What follows belongs to an exercise in optimizing a design on an open flow for small area and a short achievable clock period; a production flow would make more cautious choices.
Function was not checked in any run shown here: the RTL went through the layout flow alone.
No activity file was given, so power comes from the tool's default toggle rates.

==> design.v <==
module display_comb(
	input wire [3:0] digit,
	output reg [7:0] segCode
);
always @(*) begin
	case (digit)
		4'h0: segCode = 8'b11000000;
		4'h1: segCode = 8'b11111001;
		4'h2: segCode = 8'b10100100;
		4'h3: segCode = 8'b10110000;
		4'h4: segCode = 8'b10011001;
		4'h5: segCode = 8'b10010010;
		4'h6: segCode = 8'b10000010;
		4'h7: segCode = 8'b11111000;
		4'h8: segCode = 8'b10000000;
		4'h9: segCode = 8'b10010000;
		default: segCode = 8'b11111111;
	endcase
end
endmodule
module scoreConverter(
	input wire [13:0] score,
	output wire [3:0] ones,
	output wire [3:0] tens,
	output wire [3:0] hundreds,
	output wire [3:0] thousands
);
function [3:0] add3;
	input [3:0] d;
	case (d)
		4'd5: add3 = 4'd8;
		4'd6: add3 = 4'd9;
		4'd7: add3 = 4'd10;
		4'd8: add3 = 4'd11;
		4'd9: add3 = 4'd12;
		4'd10: add3 = 4'd13;
		4'd11: add3 = 4'd14;
		4'd12: add3 = 4'd15;
		4'd13: add3 = 4'd0;
		4'd14: add3 = 4'd1;
		4'd15: add3 = 4'd2;
		default: add3 = d;
	endcase
endfunction
reg [17:0] bcd;
integer i;
always @(*) begin
	bcd = 18'd0;
	for (i = 13; i >= 0; i = i - 1) begin
		bcd[3:0] = add3(bcd[3:0]);
		bcd[7:4] = add3(bcd[7:4]);
		bcd[11:8] = add3(bcd[11:8]);
		bcd[15:12] = add3(bcd[15:12]);
		bcd = {bcd[16:0], score[i]};
	end
end
assign ones = bcd[3:0];
assign tens = bcd[7:4];
assign hundreds = bcd[11:8];
reg [3:0] th10;
always @(*) begin
	case (bcd[15:12])
		4'd0: th10 = 4'd10;
		4'd1: th10 = 4'd11;
		4'd2: th10 = 4'd12;
		4'd3: th10 = 4'd13;
		4'd4: th10 = 4'd14;
		4'd5: th10 = 4'd15;
		4'd6: th10 = 4'd0;
		4'd7: th10 = 4'd1;
		4'd8: th10 = 4'd2;
		default: th10 = 4'd3;
	endcase
end
assign thousands = bcd[16] ? th10 : bcd[15:12];
endmodule
module vga640x480(
	input wire clk,
	input wire reset,
	input wire [3:0] CatX,
	input wire [3:0] CatY,
	input wire [3:0] MouseX,
	input wire [3:0] MouseY,
	input wire [3:0] GoalX,
	input wire [3:0] GoalY,
	input wire GameOver,
	output reg hsync,
	output reg vsync,
	output wire [2:0] red,
	output wire [2:0] green,
	output wire [1:0] blue
);
reg [4:0] hcol;
reg [5:0] hsub;
reg [3:0] vrow;
reg [5:0] vsub;
function [15:0] map_row;
	input [3:0] r;
	case (r)
		4'd0:  map_row = 16'b1111111111111111;
		4'd1:  map_row = 16'b1000000110000011;
		4'd2:  map_row = 16'b1100110000110001;
		4'd3:  map_row = 16'b1001100000011101;
		4'd4:  map_row = 16'b1000001011000001;
		4'd5:  map_row = 16'b1010100000010101;
		4'd6:  map_row = 16'b1000101001010001;
		4'd7:  map_row = 16'b1010100000010101;
		4'd8:  map_row = 16'b1000001101000001;
		4'd9:  map_row = 16'b1011100000011101;
		4'd10: map_row = 16'b1000100000110001;
		4'd11: map_row = 16'b1100000110000011;
		default: map_row = 16'b1111111111111111;
	endcase
endfunction
function [5:0] inc6;
	input [5:0] a;
	inc6 = a ^ {&a[4:0], &a[3:0], &a[2:0], &a[1:0], a[0], 1'b1};
endfunction
wire hsub_end = (hsub == 6'd39);
wire line_end = (hcol == 5'd16) & (hsub == 6'd15);    
wire vsub_end = (vsub == 6'd39);
wire frame_end = (vrow == 4'd13);                       
wire [5:0] nhsub = hsub_end ? 6'd0 : inc6(hsub);
wire [4:0] nhcol = ~hsub_end ? hcol : (hcol == 5'd19) ? 5'd0 : hcol ^ {&hcol[3:0], &hcol[2:0], &hcol[1:0], hcol[0], 1'b1};
wire [5:0] nvsub = ~line_end ? vsub : (frame_end | vsub_end) ? 6'd0 : inc6(vsub);
wire [3:0] nvrow = ~line_end ? vrow : frame_end ? 4'd0 : vsub_end ? vrow ^ {&vrow[2:0], &vrow[1:0], vrow[0], 1'b1} : vrow;
wire nhsync = ~(((nhcol == 5'd16) & (nhsub[5] | nhsub[4])) | (nhcol == 5'd17) |
                ((nhcol == 5'd18) & ~nhsub[5]));
wire nvsync = ~((nvrow == 4'd0) & (nvsub[5:1] == 5'd0));
wire nvsub_ge31 = nvsub[5] | (&nvsub[4:0]);
wire nvact = ~((nvrow == 4'd0) & ~nvsub_ge31) & ~((nvrow == 4'd12) & nvsub_ge31) & (nvrow != 4'd13);
wire nhact = ~nhcol[4];
wire [3:0] ncol = nhcol[3:0];
wire [15:0] nmrow = map_row(nvrow);
wire nwallpix = nmrow[ncol];
reg r, g, b;
always @(*) begin
	r = 1'b0;
	g = 1'b0;
	b = 1'b0;
	if (nvact & nhact) begin
		if (ncol == MouseX && nvrow == MouseY) begin
			g = 1'b1;
		end else if (ncol == CatX && nvrow == CatY) begin
			r = 1'b1;
		end else if (ncol == GoalX && nvrow == GoalY) begin
			r = 1'b1;
			g = 1'b1;
		end else if (!nwallpix) begin
			r = 1'b1;
			g = ~GameOver;
			b = ~GameOver;
		end else begin
			b = 1'b1;
		end
	end
end
reg red1, green1, blue1;
always @(posedge clk or posedge reset) begin
	if (reset) begin
		hcol <= 5'd16;
		hsub <= 6'd16;
		vrow <= 4'd0;
		vsub <= 6'd0;
		hsync <= 1'b0;
		vsync <= 1'b0;
		red1 <= 1'b0;
		green1 <= 1'b0;
		blue1 <= 1'b0;
	end else begin
		hcol <= nhcol;
		hsub <= nhsub;
		vrow <= nvrow;
		vsub <= nvsub;
		hsync <= nhsync;
		vsync <= nvsync;
		red1 <= r;
		green1 <= g;
		blue1 <= b;
	end
end
assign red = {3{red1}};
assign green = {3{green1}};
assign blue = {2{blue1}};
endmodule
module step_slots(
	input wire clk,
	input wire reset,
	input wire [5:0] cc,
	output wire mslot,
	output wire cslot,
	output reg [3:0] r15,
	output reg [3:0] r12
);
reg [6:0] b2;
reg [1:0] d3_0;
reg [1:0] d3_1;
reg [1:0] d3_2;
reg [1:0] d3_3;
reg [2:0] d5_0;
reg [2:0] d5_1;
reg [2:0] d5_2;
reg [2:0] d7_0;
reg [2:0] d7_1;
reg [3:0] d11_0;
reg [3:0] d11_1;
reg [3:0] q13;
wire q13_fb = ~(q13[3] ^ q13[2]) ^ (q13 == 4'd2);
reg [4:0] q17;
wire q17_fb = ~(q17[4] ^ q17[0]) ^ (q17 == 5'd7);
reg [4:0] q19;
wire q19_fb = ~(q19[4] ^ q19[1]) ^ (q19 == 5'd9);
reg [4:0] q23;
wire q23_fb = ~(q23[4] ^ q23[2]) ^ (q23 == 5'd12);
reg [4:0] q29;
wire q29_fb = ~(q29[4] ^ q29[2]) ^ (q29 == 5'd5);
reg [4:0] q31;
wire q31_fb = ~(q31[4] ^ q31[2]);
reg [5:0] q37;
wire q37_fb = ~(q37[5] ^ q37[4]) ^ (q37 == 6'd16);
reg [5:0] q41;
wire q41_fb = ~(q41[5] ^ q41[4]) ^ (q41 == 6'd58);
reg [5:0] q43;
wire q43_fb = ~(q43[5] ^ q43[0]) ^ (q43 == 6'd29);
reg [5:0] q47;
wire q47_fb = ~(q47[5] ^ q47[4]) ^ (q47 == 6'd6);
reg [5:0] q53;
wire q53_fb = ~(q53[5] ^ q53[0]) ^ (q53 == 6'd23);
reg [5:0] q59;
wire q59_fb = ~(q59[5] ^ q59[0]) ^ (q59 == 6'd36);
reg [5:0] q61;
wire q61_fb = ~(q61[5] ^ q61[0]) ^ (q61 == 6'd10);
reg [6:0] q67;
wire q67_fb = ~(q67[6] ^ q67[5]) ^ (q67 == 7'd123);
reg [6:0] q71;
wire q71_fb = ~(q71[6] ^ q71[4]) ^ (q71 == 7'd71);
reg [6:0] q73;
wire q73_fb = ~(q73[6] ^ q73[1]) ^ (q73 == 7'd23);
reg [6:0] q79;
wire q79_fb = ~(q79[6] ^ q79[3]) ^ (q79 == 7'd58);
reg [6:0] q83;
wire q83_fb = ~(q83[6] ^ q83[3]) ^ (q83 == 7'd38);
reg [6:0] q89;
wire q89_fb = ~(q89[6] ^ q89[5]) ^ (q89 == 7'd89);
reg [6:0] q97;
wire q97_fb = ~(q97[6] ^ q97[3]) ^ (q97 == 7'd126);
reg [6:0] q101;
wire q101_fb = ~(q101[6] ^ q101[2]) ^ (q101 == 7'd96);
reg [6:0] q103;
wire q103_fb = ~(q103[6] ^ q103[0]) ^ (q103 == 7'd59);
reg [6:0] q107;
wire q107_fb = ~(q107[6] ^ q107[0]) ^ (q107 == 7'd99);
reg [6:0] q109;
wire q109_fb = ~(q109[6] ^ q109[2]) ^ (q109 == 7'd105);
reg [6:0] q113;
wire q113_fb = ~(q113[6] ^ q113[0]) ^ (q113 == 7'd60);
reg [6:0] q127;
wire q127_fb = ~(q127[6] ^ q127[2]);
function [1:0] next3;
	input [1:0] d;
	case (d)
		2'd0: next3 = 2'd1;
		2'd1: next3 = 2'd2;
		2'd2: next3 = 2'd0;
		default: next3 = 2'd0;
	endcase
endfunction
function [2:0] next5;
	input [2:0] d;
	case (d)
		3'd0: next5 = 3'd1;
		3'd1: next5 = 3'd2;
		3'd2: next5 = 3'd3;
		3'd3: next5 = 3'd4;
		3'd4: next5 = 3'd0;
		default: next5 = 3'd0;
	endcase
endfunction
function [2:0] next7;
	input [2:0] d;
	case (d)
		3'd0: next7 = 3'd1;
		3'd1: next7 = 3'd2;
		3'd2: next7 = 3'd3;
		3'd3: next7 = 3'd4;
		3'd4: next7 = 3'd5;
		3'd5: next7 = 3'd6;
		3'd6: next7 = 3'd0;
		default: next7 = 3'd0;
	endcase
endfunction
function [3:0] next11;
	input [3:0] d;
	case (d)
		4'd0: next11 = 4'd1;
		4'd1: next11 = 4'd2;
		4'd2: next11 = 4'd3;
		4'd3: next11 = 4'd4;
		4'd4: next11 = 4'd5;
		4'd5: next11 = 4'd6;
		4'd6: next11 = 4'd7;
		4'd7: next11 = 4'd8;
		4'd8: next11 = 4'd9;
		4'd9: next11 = 4'd10;
		4'd10: next11 = 4'd0;
		default: next11 = 4'd0;
	endcase
endfunction
wire wrap = (b2 == 7'd127) & (d3_0 == 2'd1) & (d3_1 == 2'd2) & (d3_2 == 2'd1) & (d3_3 == 2'd0) & (d5_0 == 3'd1) & (d5_1 == 3'd3) & (d5_2 == 3'd3) & (d7_0 == 3'd0) & (d7_1 == 3'd4) & (d11_0 == 4'd7) & (d11_1 == 4'd10) & (q13 == 4'd1);
always @(posedge clk or posedge reset) begin
	if (reset) begin
		b2 <= 7'd0;
		d3_0 <= 2'd0;
		d3_1 <= 2'd0;
		d3_2 <= 2'd0;
		d3_3 <= 2'd0;
		d5_0 <= 3'd0;
		d5_1 <= 3'd0;
		d5_2 <= 3'd0;
		d7_0 <= 3'd0;
		d7_1 <= 3'd0;
		d11_0 <= 4'd0;
		d11_1 <= 4'd0;
		q13 <= 4'd2;
		q17 <= 5'd0;
		q19 <= 5'd9;
		q23 <= 5'd12;
		q29 <= 5'd5;
		q31 <= 5'd0;
		q37 <= 6'd16;
		q41 <= 6'd58;
		q43 <= 6'd8;
		q47 <= 6'd22;
		q53 <= 6'd23;
		q59 <= 6'd36;
		q61 <= 6'd33;
		q67 <= 7'd0;
		q71 <= 7'd71;
		q73 <= 7'd23;
		q79 <= 7'd58;
		q83 <= 7'd38;
		q89 <= 7'd0;
		q97 <= 7'd0;
		q101 <= 7'd49;
		q103 <= 7'd59;
		q107 <= 7'd99;
		q109 <= 7'd105;
		q113 <= 7'd60;
		q127 <= 7'd16;
	end else begin
		b2 <= b2 ^ {&b2[5:0], &b2[4:0], &b2[3:0], &b2[2:0], &b2[1:0], b2[0], 1'b1};
		d3_0 <= next3(d3_0) ^ ({2{wrap}} & 2'd2);
		d3_1 <= (((d3_0 == 2'd2)) ? next3(d3_1) : d3_1) ^ ({2{wrap}} & 2'd2);
		d3_2 <= (((d3_0 == 2'd2) & (d3_1 == 2'd2)) ? next3(d3_2) : d3_2) ^ ({2{wrap}} & 2'd1);
		d3_3 <= (((d3_0 == 2'd2) & (d3_1 == 2'd2) & (d3_2 == 2'd2)) ? next3(d3_3) : d3_3);
		d5_0 <= next5(d5_0) ^ ({3{wrap}} & 3'd2);
		d5_1 <= (((d5_0 == 3'd4)) ? next5(d5_1) : d5_1) ^ ({3{wrap}} & 3'd3);
		d5_2 <= (((d5_0 == 3'd4) & (d5_1 == 3'd4)) ? next5(d5_2) : d5_2) ^ ({3{wrap}} & 3'd3);
		d7_0 <= next7(d7_0) ^ ({3{wrap}} & 3'd1);
		d7_1 <= (((d7_0 == 3'd6)) ? next7(d7_1) : d7_1) ^ ({3{wrap}} & 3'd4);
		d11_0 <= next11(d11_0) ^ ({4{wrap}} & 4'd8);
		d11_1 <= (((d11_0 == 4'd10)) ? next11(d11_1) : d11_1) ^ ({4{wrap}} & 4'd10);
		q13 <= {q13[2:0], q13_fb} ^ ({4{wrap}} & 4'd1);
		q17 <= {q17[3:0], q17_fb} ^ ({5{wrap}} & 5'd2);
		q19 <= {q19[3:0], q19_fb} ^ ({5{wrap}} & 5'd28);
		q23 <= {q23[3:0], q23_fb} ^ ({5{wrap}} & 5'd21);
		q29 <= {q29[3:0], q29_fb} ^ ({5{wrap}} & 5'd10);
		q31 <= {q31[3:0], q31_fb} ^ ({5{wrap}} & 5'd4);
		q37 <= {q37[4:0], q37_fb} ^ ({6{wrap}} & 6'd38);
		q41 <= {q41[4:0], q41_fb} ^ ({6{wrap}} & 6'd21);
		q43 <= {q43[4:0], q43_fb} ^ ({6{wrap}} & 6'd2);
		q47 <= {q47[4:0], q47_fb} ^ ({6{wrap}} & 6'd8);
		q53 <= {q53[4:0], q53_fb} ^ ({6{wrap}} & 6'd1);
		q59 <= {q59[4:0], q59_fb} ^ ({6{wrap}} & 6'd20);
		q61 <= {q61[4:0], q61_fb} ^ ({6{wrap}} & 6'd2);
		q67 <= {q67[5:0], q67_fb} ^ ({7{wrap}} & 7'd64);
		q71 <= {q71[5:0], q71_fb} ^ ({7{wrap}} & 7'd10);
		q73 <= {q73[5:0], q73_fb} ^ ({7{wrap}} & 7'd36);
		q79 <= {q79[5:0], q79_fb} ^ ({7{wrap}} & 7'd3);
		q83 <= {q83[5:0], q83_fb} ^ ({7{wrap}} & 7'd68);
		q89 <= {q89[5:0], q89_fb} ^ ({7{wrap}} & 7'd1);
		q97 <= {q97[5:0], q97_fb} ^ ({7{wrap}} & 7'd80);
		q101 <= {q101[5:0], q101_fb} ^ ({7{wrap}} & 7'd8);
		q103 <= {q103[5:0], q103_fb} ^ ({7{wrap}} & 7'd8);
		q107 <= {q107[5:0], q107_fb} ^ ({7{wrap}} & 7'd5);
		q109 <= {q109[5:0], q109_fb} ^ ({7{wrap}} & 7'd20);
		q113 <= {q113[5:0], q113_fb} ^ ({7{wrap}} & 7'd8);
		q127 <= {q127[5:0], q127_fb} ^ ({7{wrap}} & 7'd4);
	end
end
reg ms, cs;
always @(*) begin
	case (cc)
		6'd0: begin ms = ((d5_0 == 3'd0)) & (q13 == 4'd2); cs = ((d5_0 == 3'd0)) & (q13 == 4'd2); end
		6'd1: begin ms = (b2[0:0] == 1'd0) & ((d3_0 == 2'd0)) & ((d11_0 == 4'd0)); cs = (b2[5:0] == 6'd0); end
		6'd2: begin ms = (q67 == 7'd0); cs = ((d3_0 == 2'd0) & (d3_1 == 2'd0)) & ((d7_0 == 3'd0)); end
		6'd3: begin ms = (b2[1:0] == 2'd0) & (q17 == 5'd0); cs = (b2[0:0] == 1'd0) & (q31 == 5'd0); end
		6'd4: begin ms = ((d3_0 == 2'd0)) & (q23 == 5'd12); cs = (q61 == 6'd33); end
		6'd5: begin ms = (b2[0:0] == 1'd0) & ((d5_0 == 3'd0)) & ((d7_0 == 3'd0)); cs = (b2[1:0] == 2'd0) & ((d3_0 == 2'd0)) & ((d5_0 == 3'd0)); end
		6'd6: begin ms = (q71 == 7'd71); cs = (q59 == 6'd36); end
		6'd7: begin ms = (b2[2:0] == 3'd0) & ((d3_0 == 2'd0) & (d3_1 == 2'd0)); cs = (b2[0:0] == 1'd0) & (q29 == 5'd5); end
		6'd8: begin ms = (q73 == 7'd23); cs = ((d3_0 == 2'd0)) & (q19 == 5'd9); end
		6'd9: begin ms = (b2[0:0] == 1'd0) & (q37 == 6'd16); cs = (b2[2:0] == 3'd0) & ((d7_0 == 3'd0)); end
		6'd10: begin ms = ((d3_0 == 2'd0)) & ((d5_0 == 3'd0) & (d5_1 == 3'd0)); cs = ((d5_0 == 3'd0)) & ((d11_0 == 4'd0)); end
		6'd11: begin ms = (b2[1:0] == 2'd0) & (q19 == 5'd9); cs = (b2[0:0] == 1'd0) & ((d3_0 == 2'd0) & (d3_1 == 2'd0) & (d3_2 == 2'd0)); end
		6'd12: begin ms = ((d7_0 == 3'd0)) & ((d11_0 == 4'd0)); cs = (q53 == 6'd23); end
		6'd13: begin ms = (b2[0:0] == 1'd0) & ((d3_0 == 2'd0)) & (q13 == 4'd2); cs = (b2[1:0] == 2'd0) & (q13 == 4'd2); end
		6'd14: begin ms = (q79 == 7'd58); cs = ((d3_0 == 2'd0)) & (q17 == 5'd0); end
		6'd15: begin ms = (b2[3:0] == 4'd0) & ((d5_0 == 3'd0)); cs = (b2[0:0] == 1'd0) & ((d5_0 == 3'd0) & (d5_1 == 3'd0)); end
		6'd16: begin ms = ((d3_0 == 2'd0) & (d3_1 == 2'd0) & (d3_2 == 2'd0) & (d3_3 == 2'd0)); cs = ((d7_0 == 3'd0) & (d7_1 == 3'd0)); end
		6'd17: begin ms = (b2[0:0] == 1'd0) & (q41 == 6'd58); cs = (b2[3:0] == 4'd0) & ((d3_0 == 2'd0)); end
		6'd18: begin ms = (q83 == 7'd38); cs = (q47 == 6'd22); end
		6'd19: begin ms = (b2[1:0] == 2'd0) & ((d3_0 == 2'd0)) & ((d7_0 == 3'd0)); cs = (b2[0:0] == 1'd0) & (q23 == 5'd12); end
		6'd20: begin ms = ((d5_0 == 3'd0)) & (q17 == 5'd0); cs = ((d3_0 == 2'd0) & (d3_1 == 2'd0)) & ((d5_0 == 3'd0)); end
		6'd21: begin ms = (b2[0:0] == 1'd0) & (q43 == 6'd8); cs = (b2[1:0] == 2'd0) & ((d11_0 == 4'd0)); end
		6'd22: begin ms = ((d3_0 == 2'd0)) & (q29 == 5'd5); cs = (q43 == 6'd8); end
		6'd23: begin ms = (b2[2:0] == 3'd0) & ((d11_0 == 4'd0)); cs = (b2[0:0] == 1'd0) & ((d3_0 == 2'd0)) & ((d7_0 == 3'd0)); end
		6'd24: begin ms = (q89 == 7'd0); cs = (q41 == 6'd58); end
		6'd25: begin ms = (b2[0:0] == 1'd0) & ((d3_0 == 2'd0) & (d3_1 == 2'd0)) & ((d5_0 == 3'd0)); cs = (b2[2:0] == 3'd0) & ((d5_0 == 3'd0)); end
		6'd26: begin ms = ((d7_0 == 3'd0)) & (q13 == 4'd2); cs = ((d3_0 == 2'd0)) & (q13 == 4'd2); end
		6'd27: begin ms = (b2[1:0] == 2'd0) & (q23 == 5'd12); cs = (b2[0:0] == 1'd0) & (q19 == 5'd9); end
		6'd28: begin ms = ((d3_0 == 2'd0)) & (q31 == 5'd0); cs = (q37 == 6'd16); end
		6'd29: begin ms = (b2[0:0] == 1'd0) & (q47 == 6'd22); cs = (b2[1:0] == 2'd0) & ((d3_0 == 2'd0) & (d3_1 == 2'd0)); end
		6'd30: begin ms = ((d5_0 == 3'd0)) & (q19 == 5'd9); cs = ((d5_0 == 3'd0)) & ((d7_0 == 3'd0)); end
		6'd31: begin ms = (b2[4:0] == 5'd0) & ((d3_0 == 2'd0)); cs = (b2[0:0] == 1'd0) & (q17 == 5'd0); end
		6'd32: begin ms = (q97 == 7'd0); cs = ((d3_0 == 2'd0)) & ((d11_0 == 4'd0)); end
		6'd33: begin ms = (b2[0:0] == 1'd0) & ((d7_0 == 3'd0) & (d7_1 == 3'd0)); cs = (b2[4:0] == 5'd0); end
		6'd34: begin ms = ((d3_0 == 2'd0) & (d3_1 == 2'd0)) & ((d11_0 == 4'd0)); cs = (q31 == 5'd0); end
		6'd35: begin ms = (b2[1:0] == 2'd0) & ((d5_0 == 3'd0) & (d5_1 == 3'd0)); cs = (b2[0:0] == 1'd0) & ((d3_0 == 2'd0)) & ((d5_0 == 3'd0)); end
		6'd36: begin ms = (q101 == 7'd49); cs = (q29 == 5'd5); end
		6'd37: begin ms = (b2[0:0] == 1'd0) & ((d3_0 == 2'd0)) & (q17 == 5'd0); cs = (b2[1:0] == 2'd0) & ((d7_0 == 3'd0)); end
		6'd38: begin ms = (q103 == 7'd59); cs = ((d3_0 == 2'd0) & (d3_1 == 2'd0) & (d3_2 == 2'd0)); end
		6'd39: begin ms = (b2[2:0] == 3'd0) & (q13 == 4'd2); cs = (b2[0:0] == 1'd0) & (q13 == 4'd2); end
		6'd40: begin ms = ((d3_0 == 2'd0)) & ((d5_0 == 3'd0)) & ((d7_0 == 3'd0)); cs = ((d5_0 == 3'd0) & (d5_1 == 3'd0)); end
		6'd41: begin ms = (b2[0:0] == 1'd0) & (q53 == 6'd23); cs = (b2[2:0] == 3'd0) & ((d3_0 == 2'd0)); end
		6'd42: begin ms = (q107 == 7'd99); cs = (q23 == 5'd12); end
		6'd43: begin ms = (b2[1:0] == 2'd0) & ((d3_0 == 2'd0) & (d3_1 == 2'd0) & (d3_2 == 2'd0)); cs = (b2[0:0] == 1'd0) & ((d11_0 == 4'd0)); end
		6'd44: begin ms = (q109 == 7'd105); cs = ((d3_0 == 2'd0)) & ((d7_0 == 3'd0)); end
		6'd45: begin ms = (b2[0:0] == 1'd0) & ((d5_0 == 3'd0)) & ((d11_0 == 4'd0)); cs = (b2[1:0] == 2'd0) & ((d5_0 == 3'd0)); end
		6'd46: begin ms = ((d3_0 == 2'd0)) & (q37 == 6'd16); cs = (q19 == 5'd9); end
		6'd47: begin ms = (b2[3:0] == 4'd0) & ((d7_0 == 3'd0)); cs = (b2[0:0] == 1'd0) & ((d3_0 == 2'd0) & (d3_1 == 2'd0)); end
		6'd48: begin ms = (q113 == 7'd60); cs = (q17 == 5'd0); end
		6'd49: begin ms = (b2[0:0] == 1'd0) & ((d3_0 == 2'd0)) & (q19 == 5'd9); cs = (b2[3:0] == 4'd0); end
		6'd50: begin ms = ((d5_0 == 3'd0)) & (q23 == 5'd12); cs = ((d3_0 == 2'd0)) & ((d5_0 == 3'd0)); end
		6'd51: begin ms = (b2[1:0] == 2'd0) & (q29 == 5'd5); cs = (b2[0:0] == 1'd0) & ((d7_0 == 3'd0)); end
		6'd52: begin ms = ((d3_0 == 2'd0) & (d3_1 == 2'd0)) & (q13 == 4'd2); cs = (q13 == 4'd2); end
		6'd53: begin ms = (b2[0:0] == 1'd0) & (q59 == 6'd36); cs = (b2[1:0] == 2'd0) & ((d3_0 == 2'd0)); end
		6'd54: begin ms = ((d7_0 == 3'd0)) & (q17 == 5'd0); cs = ((d11_0 == 4'd0)); end
		6'd55: begin ms = (b2[2:0] == 3'd0) & ((d3_0 == 2'd0)) & ((d5_0 == 3'd0)); cs = (b2[0:0] == 1'd0) & ((d5_0 == 3'd0)); end
		6'd56: begin ms = ((d11_0 == 4'd0) & (d11_1 == 4'd0)); cs = ((d3_0 == 2'd0) & (d3_1 == 2'd0)); end
		6'd57: begin ms = (b2[0:0] == 1'd0) & (q61 == 6'd33); cs = (b2[2:0] == 3'd0); end
		6'd58: begin ms = ((d3_0 == 2'd0)) & (q41 == 6'd58); cs = ((d7_0 == 3'd0)); end
		6'd59: begin ms = (b2[1:0] == 2'd0) & (q31 == 5'd0); cs = (b2[0:0] == 1'd0) & ((d3_0 == 2'd0)); end
		6'd60: begin ms = ((d5_0 == 3'd0) & (d5_1 == 3'd0) & (d5_2 == 3'd0)); cs = ((d5_0 == 3'd0)); end
		6'd61: begin ms = (b2[0:0] == 1'd0) & ((d3_0 == 2'd0) & (d3_1 == 2'd0)) & ((d7_0 == 3'd0)); cs = (b2[1:0] == 2'd0); end
		6'd62: begin ms = (q127 == 7'd16); cs = ((d3_0 == 2'd0)); end
		6'd63: begin ms = (b2[6:0] == 7'd0); cs = (b2[0:0] == 1'd0); end
		default: begin ms = 1'b0; cs = 1'b0; end
	endcase
end
assign mslot = ms;
assign cslot = cs;
always @(*) begin
	case ({d3_0, d5_0})
		{2'd0, 3'd0}: r15 = 4'd0;
		{2'd0, 3'd1}: r15 = 4'd6;
		{2'd0, 3'd2}: r15 = 4'd12;
		{2'd0, 3'd3}: r15 = 4'd3;
		{2'd0, 3'd4}: r15 = 4'd9;
		{2'd1, 3'd0}: r15 = 4'd10;
		{2'd1, 3'd1}: r15 = 4'd1;
		{2'd1, 3'd2}: r15 = 4'd7;
		{2'd1, 3'd3}: r15 = 4'd13;
		{2'd1, 3'd4}: r15 = 4'd4;
		{2'd2, 3'd0}: r15 = 4'd5;
		{2'd2, 3'd1}: r15 = 4'd11;
		{2'd2, 3'd2}: r15 = 4'd2;
		{2'd2, 3'd3}: r15 = 4'd8;
		{2'd2, 3'd4}: r15 = 4'd14;
		default: r15 = 4'd0;
	endcase
	case ({d3_0, b2[1:0]})
		{2'd0, 2'd0}: r12 = 4'd0;
		{2'd0, 2'd1}: r12 = 4'd9;
		{2'd0, 2'd2}: r12 = 4'd6;
		{2'd0, 2'd3}: r12 = 4'd3;
		{2'd1, 2'd0}: r12 = 4'd4;
		{2'd1, 2'd1}: r12 = 4'd1;
		{2'd1, 2'd2}: r12 = 4'd10;
		{2'd1, 2'd3}: r12 = 4'd7;
		{2'd2, 2'd0}: r12 = 4'd8;
		{2'd2, 2'd1}: r12 = 4'd5;
		{2'd2, 2'd2}: r12 = 4'd2;
		{2'd2, 2'd3}: r12 = 4'd11;
		default: r12 = 4'd0;
	endcase
end
endmodule
module walls4(
	input wire [3:0] x,
	input wire [3:0] y,
	output wire wU,
	output wire wR,
	output wire wD,
	output wire wL
);
assign wU = ~((x[0] & ~x[1] & ~x[3] & y[2]) | (~x[0] & x[3] & y[0] & y[2]) | (~x[0] & x[1] & x[3] & ~y[0]) | (x[0] & ~x[3] & ~y[1] & y[3]) | (~x[1] & x[3] & y[0] & y[1] & ~y[2]) | (x[1] & ~x[3] & y[0] & y[1] & ~y[2]) | (x[0] & ~x[3] & y[1] & y[2]) | (~x[0] & x[1] & x[3] & y[3]) | (~x[1] & ~x[2] & y[1] & y[3]) | (~x[0] & x[2] & ~y[0] & y[1] & ~y[3]) | (~x[1] & ~x[2] & ~y[0] & y[2]) | (x[1] & x[2] & y[1] & y[3]) | (x[1] & ~x[2] & ~y[0] & ~y[2] & ~y[3]) | (x[0] & x[3] & ~y[0] & ~y[2] & ~y[3]) | (~x[2] & ~x[3] & y[0] & y[1]) | (~x[2] & ~x[3] & y[0] & y[2]) | (x[0] & x[2] & ~y[0] & ~y[1] & ~y[3]) | (~x[0] & x[2] & x[3] & ~y[1] & y[3]));
assign wR = ~((~x[0] & ~x[1] & ~y[2]) | (x[0] & x[2] & ~x[3] & y[0]) | (x[0] & x[3] & ~y[1]) | (~x[0] & ~x[3] & ~y[0]) | (~x[1] & ~x[2] & x[3] & y[0]) | (~x[1] & ~x[2] & ~x[3] & ~y[0]) | (~x[2] & y[0] & y[1] & y[3]) | (x[1] & ~x[2] & ~y[0] & ~y[1]) | (x[1] & x[2] & ~x[3] & y[1] & ~y[3]) | (~x[2] & ~y[1] & ~y[2] & ~y[3]) | (~x[1] & x[2] & x[3] & ~y[0] & y[2]) | (x[0] & x[3] & ~y[0] & y[3]) | (~x[0] & ~x[3] & y[2]) | (x[0] & x[1] & x[2] & y[1]) | (~x[0] & ~x[3] & ~y[1] & y[3]) | (x[0] & x[2] & y[0] & ~y[3]));
assign wD = (y[0] & y[1] & y[3]) | (x[0] & x[3] & y[2]) | (~x[0] & ~x[3] & y[2]) | (x[1] & x[3] & ~y[1] & ~y[2] & ~y[3]) | (~x[1] & x[2] & ~x[3] & y[0] & ~y[1] & ~y[2]) | (x[0] & x[3] & ~y[0] & ~y[1]) | (~x[0] & ~x[3] & ~y[0] & ~y[1]) | (x[1] & ~x[2] & ~y[0] & ~y[2] & ~y[3]) | (x[1] & ~x[3] & y[0] & y[1] & ~y[2]) | (~x[1] & ~x[3] & y[1] & y[3]) | (x[0] & x[1] & x[2] & y[1] & y[3]) | (~x[0] & ~x[1] & x[2] & ~y[1] & y[3]) | (x[1] & x[2] & x[3] & y[1] & y[3]) | (~x[0] & ~x[1] & ~x[2] & y[1] & y[3]) | (x[0] & ~x[2] & x[3] & y[0] & y[1]) | (x[1] & ~x[2] & ~x[3] & ~y[1] & y[3]) | (~x[1] & ~x[2] & x[3] & y[0] & y[1] & y[2]) | (~x[0] & x[2] & x[3] & ~y[0] & ~y[2] & ~y[3]);
assign wL = ~((x[1] & ~x[2] & ~x[3] & ~y[0]) | (~x[0] & ~x[2] & x[3] & y[0]) | (x[1] & x[2] & ~x[3] & y[0]) | (x[0] & x[3] & ~y[0]) | (~x[1] & x[2] & ~y[0] & ~y[1]) | (x[2] & ~y[1] & ~y[2] & ~y[3]) | (x[0] & x[1] & ~x[2] & ~y[2]) | (x[2] & y[0] & y[1] & y[3]) | (x[1] & x[2] & x[3] & ~y[0]) | (~x[1] & ~x[2] & x[3] & y[1] & ~y[3]) | (x[0] & x[1] & y[1] & ~y[2]) | (x[1] & x[3] & y[1] & ~y[2]) | (x[0] & x[3] & y[2]) | (~x[1] & x[3] & ~y[1] & y[3]) | (~x[0] & ~x[1] & ~x[2] & y[3]));
endmodule
module wallg(
	input wire [3:0] x,
	input wire [3:0] y,
	output wire w
);
assign w = ~((~x[0] & x[3] & y[2]) | (x[0] & ~x[1] & ~x[3] & y[2]) | (x[0] & ~x[1] & x[3] & y[1] & ~y[2]) | (x[1] & ~x[3] & ~y[0] & y[1] & ~y[2]) | (~x[0] & x[1] & x[2] & ~x[3] & y[0]) | (x[2] & x[3] & ~y[0] & y[3]) | (x[0] & ~x[3] & y[0] & y[2]) | (x[0] & ~x[1] & ~x[2] & x[3] & y[0]) | (~x[0] & x[1] & x[3] & y[0] & ~y[3]) | (~x[0] & x[1] & ~x[2] & x[3] & y[3]) | (x[0] & ~x[1] & ~x[3] & ~y[1] & y[3]) | (x[1] & ~x[2] & ~x[3] & ~y[0] & y[2]) | (~x[1] & x[2] & y[0] & ~y[1] & ~y[2] & ~y[3]) | (~x[1] & x[2] & y[0] & y[1] & y[3]) | (~x[0] & ~x[1] & x[3] & ~y[0] & y[1]) | (x[0] & x[1] & ~y[0] & ~y[1] & y[3]) | (x[1] & ~x[2] & y[0] & y[1] & y[3]) | (x[1] & ~x[2] & y[0] & ~y[1] & ~y[2] & ~y[3]) | (x[2] & x[3] & ~y[0] & y[2]) | (x[0] & x[1] & x[2] & y[1] & ~y[3]) | (x[0] & ~x[2] & ~x[3] & ~y[0] & y[1]) | (x[1] & x[2] & y[0] & ~y[1] & y[3]) | (x[0] & ~x[1] & ~x[3] & y[0] & y[1] & ~y[3]) | (x[1] & ~x[2] & ~x[3] & ~y[0] & y[3]) | (x[1] & ~x[2] & ~y[0] & ~y[1] & y[2]) | (~x[1] & x[2] & ~y[0] & ~y[1] & y[3]) | (~x[1] & x[2] & ~y[0] & ~y[1] & y[2]) | (~x[1] & ~x[2] & x[3] & y[1] & ~y[2] & ~y[3]) | (~x[1] & ~x[2] & x[3] & y[0] & ~y[1] & y[3]));
endmodule
module Location(
	input wire rightBtn,
	input wire leftBtn,
	input wire upBtn,
	input wire downBtn,
	input wire crightBtn,
	input wire cleftBtn,
	input wire cupBtn,
	input wire cdownBtn,
	input wire clock,
	input wire reset,
	output wire [3:0] CatX,
	output wire [3:0] CatY,
	output wire [3:0] MouseX,
	output wire [3:0] MouseY,
	output wire [3:0] GoalX,
	output wire [3:0] GoalY,
	output wire [13:0] Score,
	output wire GameOver,
	output wire [3:0] nCatX,
	output wire [3:0] nCatY,
	output wire [3:0] nMouseX,
	output wire [3:0] nMouseY,
	output wire [3:0] nGoalX,
	output wire [3:0] nGoalY,
	output wire nGameOver
);
reg [3:0] mx, my, cx, cy, gx, gy;
reg [13:0] sc;
reg go;
reg [5:0] cc;
wire mslot, cslot;
wire [3:0] r15, r12;
step_slots steps(
	.clk(clock),
	.reset(reset),
	.cc(cc),
	.mslot(mslot),
	.cslot(cslot),
	.r15(r15),
	.r12(r12)
);
function [3:0] inc4;
	input [3:0] a;
	inc4 = a ^ {&a[2:0], &a[1:0], a[0], 1'b1};
endfunction
function [3:0] dec4;
	input [3:0] a;
	dec4 = a ^ {~|a[2:0], ~|a[1:0], ~a[0], 1'b1};
endfunction
function [13:0] add14;
	input [13:0] a;
	input [13:0] b;
	integer i;
	reg c;
	begin
		c = 1'b0;
		for (i = 0; i < 14; i = i + 1) begin
			add14[i] = a[i] ^ b[i] ^ c;
			c = (a[i] & b[i]) | (c & (a[i] ^ b[i]));
		end
	end
endfunction
function [13:0] dec14;
	input [13:0] a;
	integer i;
	reg b;
	begin
		b = 1'b1;
		for (i = 0; i < 14; i = i + 1) begin
			dec14[i] = a[i] ^ b;
			b = b & ~a[i];
		end
	end
endfunction
function [13:0] bonus;
	input [3:0] x;
	input [3:0] y;
	bonus = add14(add14(14'd50, {10'd0, x}), {10'd0, y});
endfunction
wire mact = mslot & ~go;
wire [3:0] myU = dec4(my), myD = inc4(my), mxR = inc4(mx), mxL = dec4(mx);
wire mwU, mwR, mwD, mwL;
walls4 mwalls(.x(mx), .y(my), .wU(mwU), .wR(mwR), .wD(mwD), .wL(mwL));
wire mokU = ~mwU, mokR = ~mwR, mokD = ~mwD, mokL = ~mwL;
wire mbtn = upBtn | rightBtn | downBtn | leftBtn;
wire mgoU = mact & upBtn & mokU;
wire mgoR = mact & ~upBtn & rightBtn & mokR;
wire mgoD = mact & ~upBtn & ~rightBtn & downBtn & mokD;
wire mgoL = mact & ~upBtn & ~rightBtn & ~downBtn & leftBtn & mokL;
wire mstx = ~(mgoR | mgoL);
wire msty = ~(mgoU | mgoD);
wire [3:0] mxn = mgoR ? mxR : (mgoL ? mxL : mx);
wire [3:0] myn = mgoU ? myU : (mgoD ? myD : my);
wire cact = cslot & ~go;
wire [3:0] cyU = dec4(cy), cyD = inc4(cy), cxR = inc4(cx), cxL = dec4(cx);
wire cwU, cwR, cwD, cwL;
walls4 cwalls(.x(cx), .y(cy), .wU(cwU), .wR(cwR), .wD(cwD), .wL(cwL));
wire cokU = ~cwU, cokR = ~cwR, cokD = ~cwD, cokL = ~cwL;
wire cgoU = cact & cupBtn & cokU;
wire cgoR = cact & ~cupBtn & crightBtn & cokR;
wire cgoD = cact & ~cupBtn & ~crightBtn & cdownBtn & cokD;
wire cgoL = cact & ~cupBtn & ~crightBtn & ~cdownBtn & cleftBtn & cokL;
wire cstx = ~(cgoR | cgoL);
wire csty = ~(cgoU | cgoD);
wire [3:0] cxn = cgoR ? cxR : (cgoL ? cxL : cx);
wire [3:0] cyn = cgoU ? cyU : (cgoD ? cyD : cy);
function [4:0] diff;
	input [3:0] a;
	input [3:0] b;
	integer i;
	reg c;
	begin
		c = 1'b1;
		for (i = 0; i < 4; i = i + 1) begin
			diff[i] = a[i] ^ ~b[i] ^ c;
			c = (a[i] & ~b[i]) | (c & (a[i] ^ ~b[i]));
		end
		diff[4] = ~c;
	end
endfunction
wire [4:0] dmcx = diff(mx, cx), dmcy = diff(my, cy);
wire eqx = (((mstx & cstx) | (mgoR & cgoR) | (mgoL & cgoL)) & (dmcx == 5'd0)) |
           (((mstx & cgoR) | (mgoL & cstx)) & (dmcx == 5'd1)) |
           (((mstx & cgoL) | (mgoR & cstx)) & (dmcx == 5'd31)) |
           (mgoL & cgoR & (dmcx == 5'd2)) | (mgoR & cgoL & (dmcx == 5'd30));
wire eqy = (((msty & csty) | (mgoD & cgoD) | (mgoU & cgoU)) & (dmcy == 5'd0)) |
           (((msty & cgoD) | (mgoU & csty)) & (dmcy == 5'd1)) |
           (((msty & cgoU) | (mgoD & csty)) & (dmcy == 5'd31)) |
           (mgoU & cgoD & (dmcy == 5'd2)) | (mgoD & cgoU & (dmcy == 5'd30));
wire caught = cact & eqx & eqy;
wire [4:0] dcgx = diff(cx, gx), dcgy = diff(cy, gy);
wire cg0x = (dcgx == 5'd0), cgpx = (dcgx == 5'd1), cgmx = (dcgx == 5'd31);
wire cg0y = (dcgy == 5'd0), cgpy = (dcgy == 5'd1), cgmy = (dcgy == 5'd31);
wire nearx = (cstx & (cg0x | cgpx | cgmx)) | (cgoR & (cg0x | cgmx | (dcgx == 5'd30))) |
             (cgoL & (cg0x | cgpx | (dcgx == 5'd2)));
wire neary = (csty & (cg0y | cgpy | cgmy)) | (cgoD & (cg0y | cgmy | (dcgy == 5'd30))) |
             (cgoU & (cg0y | cgpy | (dcgy == 5'd2)));
wire near = nearx & neary;
wire [4:0] dmgx = diff(mx, gx), dmgy = diff(my, gy), dmrx = diff(mx, r15), dmry = diff(my, r12);
wire eatgx = (mstx & (dmgx == 5'd0)) | (mgoR & (dmgx == 5'd31)) | (mgoL & (dmgx == 5'd1));
wire eatgy = (msty & (dmgy == 5'd0)) | (mgoD & (dmgy == 5'd31)) | (mgoU & (dmgy == 5'd1));
wire eatrx = (mstx & (dmrx == 5'd0)) | (mgoR & (dmrx == 5'd31)) | (mgoL & (dmrx == 5'd1));
wire eatry = (msty & (dmry == 5'd0)) | (mgoD & (dmry == 5'd31)) | (mgoU & (dmry == 5'd1));
wire eat = near ? (eatrx & eatry) : (eatgx & eatgy);
wire dec = mact & (|sc) & (mbtn | (sc == 14'd1));
wire [13:0] scm1 = dec14(sc);
wire [13:0] addg = add14(sc, bonus(gx, gy));
wire [13:0] addr = add14(sc, bonus(r15, r12));
wire [13:0] addg1 = dec14(addg);
wire [13:0] addr1 = dec14(addr);
wire [13:0] sc2 = eat ? (near ? (dec ? addr1 : addr) : (dec ? addg1 : addg)) : (dec ? scm1 : sc);
wire gwall;
wallg gwalls(.x(gx), .y(gy), .w(gwall));
wire gmove = near | eat | gwall;
always @(posedge clock or posedge reset) begin
	if (reset) begin
		mx <= 4'd5;
		my <= 4'd3;
		cx <= 4'd9;
		cy <= 4'd11;
		gx <= 4'd14;
		gy <= 4'd10;
		sc <= 14'd0;
		go <= 1'b0;
		cc <= 6'd0;
	end else begin
		mx <= mxn;
		my <= myn;
		cx <= cxn;
		cy <= cyn;
		if (gmove) begin
			gx <= r15;
			gy <= r12;
		end
		sc <= sc2;
		go <= go | caught;
		if (eat) cc <= cc ^ {&cc[4:0], &cc[3:0], &cc[2:0], &cc[1:0], cc[0], 1'b1};
	end
end
assign CatX = cx;
assign CatY = cy;
assign MouseX = mx;
assign MouseY = my;
assign GoalX = gx;
assign GoalY = gy;
assign Score = sc;
assign GameOver = go;
assign nCatX = cxn;
assign nCatY = cyn;
assign nMouseX = mxn;
assign nMouseY = myn;
assign nGoalX = gmove ? r15 : gx;
assign nGoalY = gmove ? r12 : gy;
assign nGameOver = go | caught;
endmodule
module top_fsm(
	input clk,
	input reset,
	input rightBtn,
	input leftBtn,
	input upBtn,
	input downBtn,
	input crightBtn,
	input cleftBtn,
	input cupBtn,
	input cdownBtn,
	output reg [7:0] segCode,
	output wire [3:0] an,
	output wire [2:0] red,
	output wire [2:0] green,
	output wire [1:0] blue,
	output wire hsync,
	output wire vsync,
	output wire [3:0] catX,
	output wire [3:0] catY,
	output wire [3:0] mouseX,
	output wire [3:0] mouseY,
	output wire [3:0] goalX,
	output wire [3:0] goalY,
	output wire [13:0] score,
	output wire gameOver
);
wire [3:0] nCatX, nCatY, nMouseX, nMouseY, nGoalX, nGoalY;
wire nGameOver;
Location locate(
	.rightBtn(rightBtn),
	.leftBtn(leftBtn),
	.upBtn(upBtn),
	.downBtn(downBtn),
	.crightBtn(crightBtn),
	.cleftBtn(cleftBtn),
	.cupBtn(cupBtn),
	.cdownBtn(cdownBtn),
	.clock(clk),
	.reset(reset),
	.CatX(catX),
	.CatY(catY),
	.MouseX(mouseX),
	.MouseY(mouseY),
	.GoalX(goalX),
	.GoalY(goalY),
	.Score(score),
	.GameOver(gameOver),
	.nCatX(nCatX),
	.nCatY(nCatY),
	.nMouseX(nMouseX),
	.nMouseY(nMouseY),
	.nGoalX(nGoalX),
	.nGoalY(nGoalY),
	.nGameOver(nGameOver)
);
wire [3:0] ones, tens, hundreds, thousands;
scoreConverter converter(
	.score(score),
	.ones(ones),
	.tens(tens),
	.hundreds(hundreds),
	.thousands(thousands)
);
vga640x480 drawScreen(
	.clk(clk),
	.reset(reset),
	.CatX(nCatX),
	.CatY(nCatY),
	.MouseX(nMouseX),
	.MouseY(nMouseY),
	.GoalX(nGoalX),
	.GoalY(nGoalY),
	.GameOver(nGameOver),
	.hsync(hsync),
	.vsync(vsync),
	.red(red),
	.green(green),
	.blue(blue)
);
reg [1:0] count;
always @(posedge clk or posedge reset) begin
	if (reset)
		count <= 2'b00;
	else
		count <= {count[1] ^ count[0], ~count[0]};
end
reg [3:0] digit;
always @(*) begin
	case (count)
		2'd0: digit = ones;
		2'd1: digit = tens;
		2'd2: digit = hundreds;
		default: digit = thousands;
	endcase
end
wire [7:0] seg;
display_comb decode(
	.digit(digit),
	.segCode(seg)
);
reg [1:0] shown;
always @(posedge clk) begin
	segCode <= seg;
	shown <= count;
end
assign an = (shown == 2'd0) ? 4'b1110 :
            (shown == 2'd1) ? 4'b1101 :
            (shown == 2'd2) ? 4'b1011 : 4'b0111;
endmodule
==> run.sh <==
#!/bin/bash
# synth_recipe.tcl (not shown) runs the flow's synth.tcl, then flattens the netlist and writes it again
# the make line also repeats each setting of config.mk as NAME=value (left out here)
make -C /OpenROAD-flow-scripts/flow DESIGN_CONFIG=/design/flow/config.mk WORK_HOME=/design/flow/orfs CLKGATE_MAP_FILE= SYNTH_SCRIPT=/design/flow/synth_recipe.tcl finish
==> config.mk <==
export PLATFORM = sky130hd
export DESIGN_NAME = top_fsm
export DESIGN_NICKNAME = top_fsm
export VERILOG_FILES = /design/flow/design.v
export SDC_FILE = /design/flow/constraint.sdc
export NUM_CORES = 4
export LEC_CHECK = 0
export ABC_AREA = 1
export CAP_MARGIN = 20
export CORE_MARGIN = 2
export CORE_UTILIZATION = 40
export SLEW_MARGIN = 20
==> constraint.sdc <==
create_clock -name core_clock -period 90.0 [get_ports {clk}]
set_input_delay 18.0000 -clock core_clock [delete_from_list [all_inputs] [get_ports {clk}]]
set_output_delay 18.0000 -clock core_clock [all_outputs]
set_load 0.01 [all_outputs]
==> results_dict.tcl, run 1 <==
set metrics [dict create \
    status "no timing/DRC/antenna violations" \
    critPathLaunchType "input pin" \
    diodes 0 \
    async_reset_ff_frac 0.968 \
    yosys.area.top_type_share 0.239 \
    die_h_um 231 \
    clock_tree.buffer_depth 3 \
    core_sq_um 51200 \
    place_congestion 1.03 \
    gr-total-overflow 0 \
    cts_sinks 282 \
    fmax_ghz 0.0468 \
    numCtsBuffers 35 \
    crit_type "in -> reg" \
    grt_max_degree 120 \
    die_x_um 231 \
    skew_ps 21.2 \
    post_cts_resized 0 \
    grt_first_pass_wirelength_mm 94.7 \
    wl_mm 58.6 \
    avgRoutedWirePerCell_um 17.1 \
    max-slew-margin-rel 0.187 \
    fin_hold_ws_ps 365 \
    grt_use_total 0.220 \
    clockRootBuffer "clkbuf_16" \
    yosys_warnings 6 \
    tightest_slew_ps 1210 \
    rows 83 \
    cts_tree "built" \
    stdcell_count 3419 \
    path_clk_slew_ps 60 \
    rsz0062_at_grt "no" \
    dieArea_sq_um 53500 \
    postSynthCellCount 2648 \
    setup_viol 0 \
    cp_max_fo 18 \
    synth_cell_type_count 71 \
    htreeDepth 2 \
    period_share 0.237 \
    final_hold_viol_count 0 \
    remaining_drc_errors 0 \
    synth_top_cell_by_area "dfrtp_1" \
    dp.cells 3355 \
    post_cts_buffers 0 \
    report.power.total_mw 0.269 \
    dpl-instance-area_sq_um 22000 \
    syn_nets 2857 \
    dp_slack_ps 68080 \
    clock_latency_ps 560 \
    antenna_found_initial 0 \
    cp.required_ps 90430 \
    drtIter0Drc 1628 \
    yosys_register_bits 282 \
    hpwl_mm 44.5 \
    p_leak_nw 11.0 \
    area_growth_pct 12.3 \
    hp-class "reg -> reg" \
    seq_area_sq_um 7110 \
    postLayoutCoreUtil 0.453 \
    grt_pass1_vias 17900 \
    portBuffers 69 \
    design_area_sq_um 23200 \
    synth_area_leaders "dfrtp_1 (24%), dfstp_2 (9.7%), ha_1 (9.4%)" \
    via_count 18500 \
    drive_above_1_share 0.105 \
    syn_area_sq_um 20700 \
    powerDensity_nw_per_um2 11.6 \
    yosysSeqAreaShare 0.344 \
    ios 71 \
    irDropWorstVdd_uv 11.9 \
    nNetsFinal 2921 \
    fill_cells 4996 \
    worst_slack_ps 68630 \
    drt-pass1-iter-count 6 \
    drv_cap 0 \
    viasPerCell 5.41 \
    synth.avg_cell_area_sq_um 7.80 \
    synth_flop_cell "dfrtp_1" \
    period_minus_slack_ps 21370 \
    synth_edf_count 0 \
    crit_arrival_ps 21800 \
    endpoint_kind "flop" \
    initial_utilization 0.403 \
    multiInputGateArea_sq_um 11700 \
    largest_register_ffs 14 \
    antenna_left 0 \
    regMostFlops "locate.sc" \
    cts_hold_buf 0 \
    setup_tns_ps 0 \
    slew_viol_final 0 \
]
-- report_power, final --
part           internal (mW)  switching (mW)  leakage [nW]
Clock                 0.0814          0.0572         0.555
Combinational       0.000513         0.00261          7.23
Sequential             0.127               0          3.18
-- cells in the mapped netlist, drive strengths merged (6+ instances only) --
cell	number
a211oi	9
a21oi	83
a221oi	13
a22oi	9
a31oi	11
buf	17
clkbuf	35
clkinv	16
dfrtp	197
dfstp	76
dfxtp	9
fa	44
ha	155
inv	406
nand2	511
nand3	220
nand3b	10
nand4	52
nor2	278
nor3	81
nor3b	14
nor4	29
o2111ai	17
o211ai	25
o21ai	143
o221ai	10
o22ai	14
o311ai	6
o31ai	6
or2	9
xnor2	10
xor2	85
-- cell families after synthesis --
family,share of synthesized area
AND/OR/NAND/NOR,0.270
buffers and inverters,0.0888
AO/OA/AOI/OAI,0.119
flip-flops,0.344
adder cells (fa/ha/maj),0.137
XOR/XNOR,0.0403
multiplexers,0.000969
other,0.000182
-- final timing paths --
kind / startpoint / to / slack, ps / cells after the start
max: cdownBtn / locate.sc[13] / 68630 / 16
min: locate.steps.q53[1] / locate.steps.q53[2] / 360 / 0
max reg2reg: locate.steps.d5_0[0] / locate.sc[12] / 82730 / 32
min reg2reg: locate.steps.q53[1] / locate.steps.q53[2] / 360 / 0
max in group asynchronous: reset / drawScreen.vrow[0] / 70450 / 3
min in group asynchronous: reset / locate.steps.q41[2] / 18040 / 2
-- layout make-up --
class,instances,area share
Timing Repair Buffer,79,0.0332
Multi-Input combinational cell,1892,0.505
Clock buffer,49,0.0430
Clock inverter,15,0.00663
Tap cell,680,0.0367
Inverter,422,0.0687
Sequential cell,282,0.306
-- per-layer routing --
layer / track usage / wire length (um) / vias up
li1: - / - / 8937
met1: 0.304 / 26600 / 8760
met2: 0.350 / 26300 / 640
met3: 0.0316 / 3740 / 149
met4: 0.0806 / 2000 / 0
met5: 0 / 0 / -
-- layout by cell type, fill, tap and decap left out, types with 16 or more instances in the layout --
cell	n
nand2_2	35
nor2_1	260
nand3_1	198
nand4_1	49
nor3_1	80
clkinv_1	16
nor2_2	16
dfrtp_1	197
nand3_2	21
fa_1	44
ha_1	155
o21ai_0	126
xor2_1	85
inv_2	33
inv_1	371
dfstp_2	76
clkdlybuf4s50_1	69
a21oi_1	76
nand2_1	473
o2111ai_1	17
o211ai_1	25
clkbuf_16	35
nor4_1	27
-- critical path, stage by stage --
cell and delay, ps:
clkdlybuf4s50_1 480, nand4_1 100, a21oi_1 180, o2111ai_1 160, nor2_2 310, nor2_1 140, nand2_1 80, nand3_1 90
nand2_2 310, clkinv_1 480, nand2_1 190, nand2_1 340, inv_1 560, o21ai_0 180, o211ai_1 130, inv_1 60
==> run 2, diff against run 1 <==
==> flow/run.sh (new file) <==
#!/bin/bash
# The standard layout (the standard.sh, all steps), except that the
# ports are buffered with a plain buffer instead of ORFS's default pick, a
# delay cell. Every port still gets its own buffer.
set -euo pipefail
export BUFFER_PORTS_ARGS="-buffer_cell sky130_fd_sc_hd__buf_2"
bash standard.sh > standard.log 2>&1
==> standard.sh (new file) <==
#!/bin/bash
# synth_recipe.tcl (not shown) runs the flow's synth.tcl, then flattens the netlist and writes it again
# the make line also repeats each setting of config.mk as NAME=value (left out here)
make -C /OpenROAD-flow-scripts/flow DESIGN_CONFIG=/design/flow/config.mk WORK_HOME=/design/flow/orfs CLKGATE_MAP_FILE= SYNTH_SCRIPT=/design/flow/synth_recipe.tcl "${@:-finish}"
removed: run.sh
==> run 2 against run 1 <==
  * Still clean
  * Total power is 2.6% higher
  * Via count grew 0.14%
  * Synthesized cell count is the same
  * Largest cell class unchanged
  * Highest routed layer unchanged
==> results_dict.tcl, run 2 <==
set metrics [dict create \
    drtIter0Drc 1726 \
    worstHoldStart "locate.steps.q103[3]" \
    setup_viol 0 \
    die_h_um 231 \
    fin_hold_ws_ps 365 \
    postLayoutCoreUtil 0.448 \
    die_x_um 231 \
    synth_top_cell_by_area "dfrtp_1" \
    synth_flop_cell "dfrtp_1" \
    stdcell_count 3420 \
    async_reset_ff_frac 0.968 \
    p_leak_nw 11.0 \
    worstPathCellList "buf_2 -> nand4_1 -> a21oi_1 -> o2111ai_1 -> nor2_2 -> nor2_1 -> nand2_1 -> nand3_1 -> nand2_2 -> clkinv_1 -> nand2_1 -> nand2_1 -> inv_1 -> o21ai_0 -> o211ai_1 -> inv_1" \
    slew_viol_final 0 \
    regMostFlops "locate.sc" \
    reg2reg_depth 33 \
    cp.required_ps 90420 \
    post_cts_buffers 0 \
    cts_tree "built" \
    core_sq_um 51200 \
    drive_above_1_share 0.128 \
    via_count 18500 \
    max-slew-margin-rel 0.221 \
    critPathLaunchType "input pin" \
    largest_register_ffs 14 \
    antenna_found_initial 0 \
    min_to "locate.steps.q103[4]" \
    remaining_drc_errors 0 \
    slowest_stage "inv_1" \
    avgRoutedWirePerCell_um 17.4 \
    area_growth_pct 10.9 \
    hpwl_mm 45.2 \
    crit_type "in -> reg" \
    gr-total-overflow 0 \
    fmax_ghz 0.0478 \
    clock_tree.buffer_depth 3 \
    reg2reg_setup_slack_ps 82750 \
    numCtsBuffers 35 \
    synthMuxAreaShare 0.000969 \
    nNetsFinal 2924 \
    yosys_warnings 6 \
    irDropWorstVdd_uv 21.2 \
    syn_area_sq_um 20700 \
    final_hold_viol_count 0 \
    critPathMostFrequentCell "nand2_1" \
    portBuffers 69 \
    wl_mm 59.5 \
    cts_sinks 282 \
    postSynthCellCount 2648 \
    period_minus_slack_ps 20930 \
    synth_top_family_by_area "simple AND/OR/NAND/NOR gates" \
    antenna_left 0 \
    rsz0062_at_grt "no" \
    status "no timing/DRC/antenna violations" \
    cts_hold_buf 0 \
    layout_common_cells "nand2_1 (473), inv_1 (371), nor2_1 (260), nand3_1 (198), dfrtp_1 (197)" \
    r2r-start "locate.steps.d5_0[0]" \
    synth-xor-area-share 0.0403 \
    cp_max_fo 18 \
    ios 71 \
    yosys.area.top_type_share 0.239 \
    path_clk_slew_ps 50 \
    report.power.total_mw 0.276 \
    r2r-end "locate.sc[13]" \
    place_congestion 0.969 \
    crit_arrival_ps 21350 \
    clockRootBuffer "clkbuf_16" \
    drv_cap 0 \
    synth_cell_type_count 71 \
    yosys_register_bits 282 \
    dp.cells 3358 \
    drt-pass1-iter-count 7 \
    endpoint_kind "flop" \
    synth_compound_area_frac 0.119 \
    post_cts_resized 0 \
    powerDensity_nw_per_um2 12.0 \
    synth_adder_area_share 0.137 \
    hold_depth 0 \
    synth.avg_cell_area_sq_um 7.80 \
    diodes 0 \
    synth_edf_count 0 \
    viasPerCell 5.41 \
    grt_pass1_vias 18000 \
    grt_use_total 0.225 \
    rows 83 \
    grt_max_degree 137 \
    grt_first_pass_wirelength_mm 96.7 \
    synth_area_leaders "dfrtp_1 (24%), dfstp_2 (9.7%), ha_1 (9.4%)" \
    layout_commonest_cell "nand2_1" \
    yosysMostFrequentCell "nand2_1" \
    initial_utilization 0.403 \
    setup_tns_ps 0 \
    dieArea_sq_um 53500 \
    cpPeakStageDelay_ps 550 \
    hp-class "reg -> reg" \
    clock_latency_ps 550 \
    synth-simple-area-share 0.270 \
    synth_commonest_cells "nand2_1 (473), inv_1 (372), nor2_1 (260), nand3_1 (199), dfrtp_1 (197)" \
    yosysSeqAreaShare 0.344 \
    skew_ps 22.8 \
    tightest_slew_ps 1160 \
    htreeDepth 2 \
    period_share 0.233 \
    syn_nets 2857 \
]
-- run 2: cell counts after synthesis --
No cell type changed its count.
-- run 2: critical path, delay by kind of cell --
family | cells | cell delay, ps
AOI/OAI and AO/OA | 4 | 640
buffers and inverters | 4 | 1150
and+or+nand+nor | 8 | 1520
-- run 2: cells by family (layout without fill, tap and decap cells) --
group,Yosys count,count (layout)
AND/OR/NAND/NOR,1211,1211
buffers and inverters,474,566
AO/OA/AOI/OAI,384,384
flip-flops,282,282
adder cells (fa/ha/maj),199,199
XOR/XNOR,95,95
multiplexers,2,2
other,1,1
-- run 2: routing by layer --
| layer | share of wire | track usage | wire, um | vias up |
|---|---|---|---|---|
| met1 | 0.46 | 0.317 | 27600 | 8768 |
| met3 | 0.061 | 0.0348 | 3600 | 146 |
| met2 | 0.44 | 0.349 | 26100 | 654 |
| met5 | 0 | 0 | 0 | - |
| met4 | 0.036 | 0.0835 | 2160 | 0 |
| li1 | - | - | - | 8943 |
-- run 2: worst max path at each step --
stage,start,end,cells after the start
6_report,cdownBtn,locate.sc[13],16
5_1_grt,cdownBtn,locate.sc[13],16
4_1_cts,cdownBtn,locate.sc[13],16
3_5_place_dp,cdownBtn,locate.sc[13],16
3_3_place_gp,cdownBtn,locate.sc[13],16
2_1_floorplan,reset,count[0],1
-- run 2: stage by stage --
step                      area, sq um  setup WS [ps]
final                           22900          69070
after global placement          21700          68660
after global routing            22900          68640
after floorplan                 20700          64600
after detailed placement        21700          68550
after CTS                       22900          69090
-- run 2: power by group --
group / switching [mW] / leakage, nW / internal, mW / total, mW
combinational: 0.00264 / 7.22 / 0.000295 / 0.00294
clock: 0.0565 / 0.573 / 0.0892 / 0.146
sequential: 0 / 3.18 / 0.127 / 0.127
-- run 2: final cells by class --
cell class	count	area [sq um]
fill	5061	28300
multi-input combinational	1892	11700
sequential	282	7110
inverter	422	1590
clock buffer	53	1000
tap	680	851
timing repair buffer	82	443
clock inverter	9	191
==> run 3, diff against run 2 <==
==> flow/run.sh (replaced) <==
#!/bin/bash
# The standard layout (the standard.sh, all steps), with two changes in
# how it is made, not in what it is held to:
# - the ports are buffered with a plain buffer instead of ORFS's default
#   pick, a delay cell (every port still gets its own buffer);
# - ORFS's timing repair aims for 69.5 ns of setup slack at the design's
#   90 ns clock, so that it speeds up the paths that set the achieved period.
set -euo pipefail
export BUFFER_PORTS_ARGS="-buffer_cell sky130_fd_sc_hd__buf_2"
export SETUP_SLACK_MARGIN=69.5
bash standard.sh > standard.log 2>&1
==> run 3 against run 2 <==
  * Non-clock buffer count stayed put
  * Sequential cell count stayed put
  * Fmax grew 3.3%
  * Critical path depth rose by 2
  * Combinational power increased by 3%
  * First-iteration DRC count down 1.0%
  * Critical path type unchanged
  * Largest power group unchanged
==> results_dict.tcl, run 3 <==
set metrics [dict create \
    irDropWorstVdd_uv 14.1 \
    cts_tree "built" \
    die_h_um 231 \
    grt_use_total 0.225 \
    worstHoldStart "locate.steps.q103[3]" \
    dp.cells 3356 \
    antenna_left 0 \
    period_share 0.225 \
    core_sq_um 51200 \
    avgRoutedWirePerCell_um 17.5 \
    gr-total-overflow 0 \
    drt-pass1-iter-count 6 \
    async_reset_ff_frac 0.968 \
    yosys_register_bits 282 \
    portBuffers 69 \
    synth_area_leaders "dfrtp_1 (24%), dfstp_2 (9.7%), ha_1 (9.4%)" \
    critPathLaunchType "input pin" \
    synth_cell_type_count 71 \
    clock_tree.buffer_depth 3 \
    fill_cells 5041 \
    drive_above_1_share 0.134 \
    hold_depth 0 \
    yosysSeqAreaShare 0.344 \
    p_leak_nw 11.0 \
    reg2reg_depth 33 \
    report.power.total_mw 0.271 \
    crit_arrival_ps 20740 \
    grt_pass1_vias 18100 \
    grt_first_pass_wirelength_mm 96.8 \
    stdcell_count 3422 \
    largest_register_ffs 14 \
    viasPerCell 5.43 \
    synth.avg_cell_area_sq_um 7.80 \
    area_growth_pct 11.0 \
    max-slew-margin-rel 0.266 \
    clockRootBuffer "clkbuf_16" \
    dieArea_sq_um 53500 \
    setup_tns_ps 0 \
    via_count 18600 \
    powerDensity_nw_per_um2 11.8 \
    slew_viol_final 0 \
    status "no timing/DRC/antenna violations" \
    final_hold_viol_count 0 \
    cp_max_fo 16 \
    reg2reg_setup_slack_ps 82670 \
    nNetsFinal 2924 \
    synth_edf_count 0 \
    regMostFlops "locate.sc" \
    r2r-start "locate.steps.d5_0[0]" \
    wl_mm 59.8 \
    skew_ps 25.2 \
    min_to "locate.steps.q103[4]" \
    cts_sinks 282 \
    layout_common_cells "nand2_1 (472), inv_1 (370), nor2_1 (260), nand3_1 (198), dfrtp_1 (197)" \
    cts_hold_buf 0 \
    r2r-end "locate.sc[13]" \
    diodes 0 \
    ios 71 \
    yosys.area.top_type_share 0.239 \
    synth_flop_cell "dfrtp_1" \
    drtIter0Drc 1708 \
    rows 83 \
    cp.required_ps 90480 \
    syn_nets 2857 \
    htreeDepth 2 \
    grt_max_degree 149 \
    rsz0062_at_grt "no" \
    hpwl_mm 45.3 \
    seq_area_sq_um 7110 \
    endpoint_kind "flop" \
    clock_latency_ps 560 \
    path_clk_slew_ps 60 \
    initial_utilization 0.403 \
    tightest_slew_ps 1090 \
    crit_type "in -> reg" \
    place_congestion 0.962 \
    postSynthCellCount 2648 \
    hp-class "reg -> reg" \
    numCtsBuffers 35 \
    yosys_warnings 6 \
    syn_area_sq_um 20700 \
    drv_cap 0 \
    fmax_ghz 0.0493 \
    remaining_drc_errors 0 \
    yosysMostFrequentCell "nand2_1" \
    period_minus_slack_ps 20260 \
    antenna_found_initial 0 \
    die_x_um 231 \
    synth_commonest_cells "nand2_1 (473), inv_1 (372), nor2_1 (260), nand3_1 (199), dfrtp_1 (197)" \
    layout_commonest_cell "nand2_1" \
    multiInputGateArea_sq_um 11700 \
    synth_top_cell_by_area "dfrtp_1" \
    setup_viol 0 \
]
-- run 3: how the worst max path moves through the flow --
stage / startpoint / end / slack, ps / cells after the start
6_report: cdownBtn / drawScreen.green1 / 69740 / 18
5_1_grt: cdownBtn / drawScreen.green1 / 69550 / 18
4_1_cts: cdownBtn / locate.sc[7] / 69510 / 16
3_5_place_dp: cdownBtn / locate.sc[13] / 68560 / 16
3_3_place_gp: cdownBtn / locate.sc[13] / 68690 / 16
2_1_floorplan: reset / count[0] / 68450 / 1
-- run 3: power breakdown --
group,internal (mW),switching [mW]
logic,0.000372,0.00264
registers,0.127,0
clock network,0.0824,0.0582
-- run 3: logic make-up after synthesis --
logic type | share of synthesized area
simple gates | 0.270
mux | 0.000969
flops | 0.344
compound gates | 0.119
other cells | 0.000182
xor+xnor | 0.0403
fa+ha+maj | 0.137
buf+inv | 0.0888
-- run 3: per-layer routing --
| metal | wire, um | GRT usage | up-vias |
|---|---|---|---|
| li1 | - | - | 8928 |
| met1 | 27600 | 0.318 | 8882 |
| met2 | 26600 | 0.354 | 639 |
| met3 | 3650 | 0.0300 | 134 |
| met4 | 1880 | 0.0792 | 0 |
| met5 | 0 | 0 | - |
-- run 3: final cells by class --
type                       count  area share
inverter                     422      0.0696
clock buffer                  48      0.0438
tap                          680      0.0371
timing repair buffer          82      0.0203
clock inverter                16     0.00715
multi-input combinational   1892       0.512
sequential                   282       0.310
-- run 3: what timing repair did --
action	4_1_cts	5_1_grt
buffers inserted	0	1
gates resized for setup	2	6
setup endpoints to repair	16	18
cloned	0	0
-- run 3: worst max-delay path, stage by stage --
cell and delay [ps]:
buf_2 90, nand4_1 80, a21oi_1 120, o2111ai_1 160
nor2_2 300, nor2_1 130, nand2_1 80, nand3_1 130
nand2_4 240, nand3_2 250, o21ai_0 350, xor2_1 180
nand2_1 70, nor2_1 180, nand2_1 100, nand2_1 70
a21oi_1 60, nor2_1 130
-- run 3: through the flow --
| stage | hold slack [ps] | worst slack, ps | cell area [sq um] | utilization |
|---|---|---|---|---|
| after floorplan | 347 | 68450 | 20700 | - |
| after global routing | 361 | 69550 | 22900 | 0.448 |
| after CTS | 358 | 69510 | 22900 | 0.447 |
| after detailed placement | 357 | 68560 | 21700 | 0.424 |
| after global placement | 350 | 68690 | 21700 | 0.424 |
| final | 358 | 69740 | 22900 | 0.448 |

[what the ideal ports hide]
No port has a modelled driver above. Below, the same layouts with a new extraction and two added sets of constraints. Step 1 assumes that a clkbuf_16 drives the clock port and a buf_2 every other input. Step 2, shift: input delay + t, output delay - t, t = (earliest + latest rising clock arrival at the registers) / 2. This alone moves slack from input paths to output paths. Slacks: ideal / step 1 / step 2; pairs: ideal / step 1.
run | t (ns) | setup slack, ns | worst setup path at the end | slew at the worst register clock pin (ns) | worst data-port slew with drivers (ns)
run 1 | 0.606 | 68.631 / 68.668 / 68.062 | input to register | 0.06 / 0.06 | 0.04
run 2 | 0.599 | 69.068 / 69.100 / 68.502 | input to register | 0.06 / 0.06 | 0.03
run 3 | 0.609 | 69.736 / 69.773 / 69.164 | input to register | 0.06 / 0.06 | 0.05
After both steps setup and hold are still met in every run listed. For run 3, which loses most, drivers alone change the setup slack by +0.037 ns; drivers and shift together by -0.572 ns.
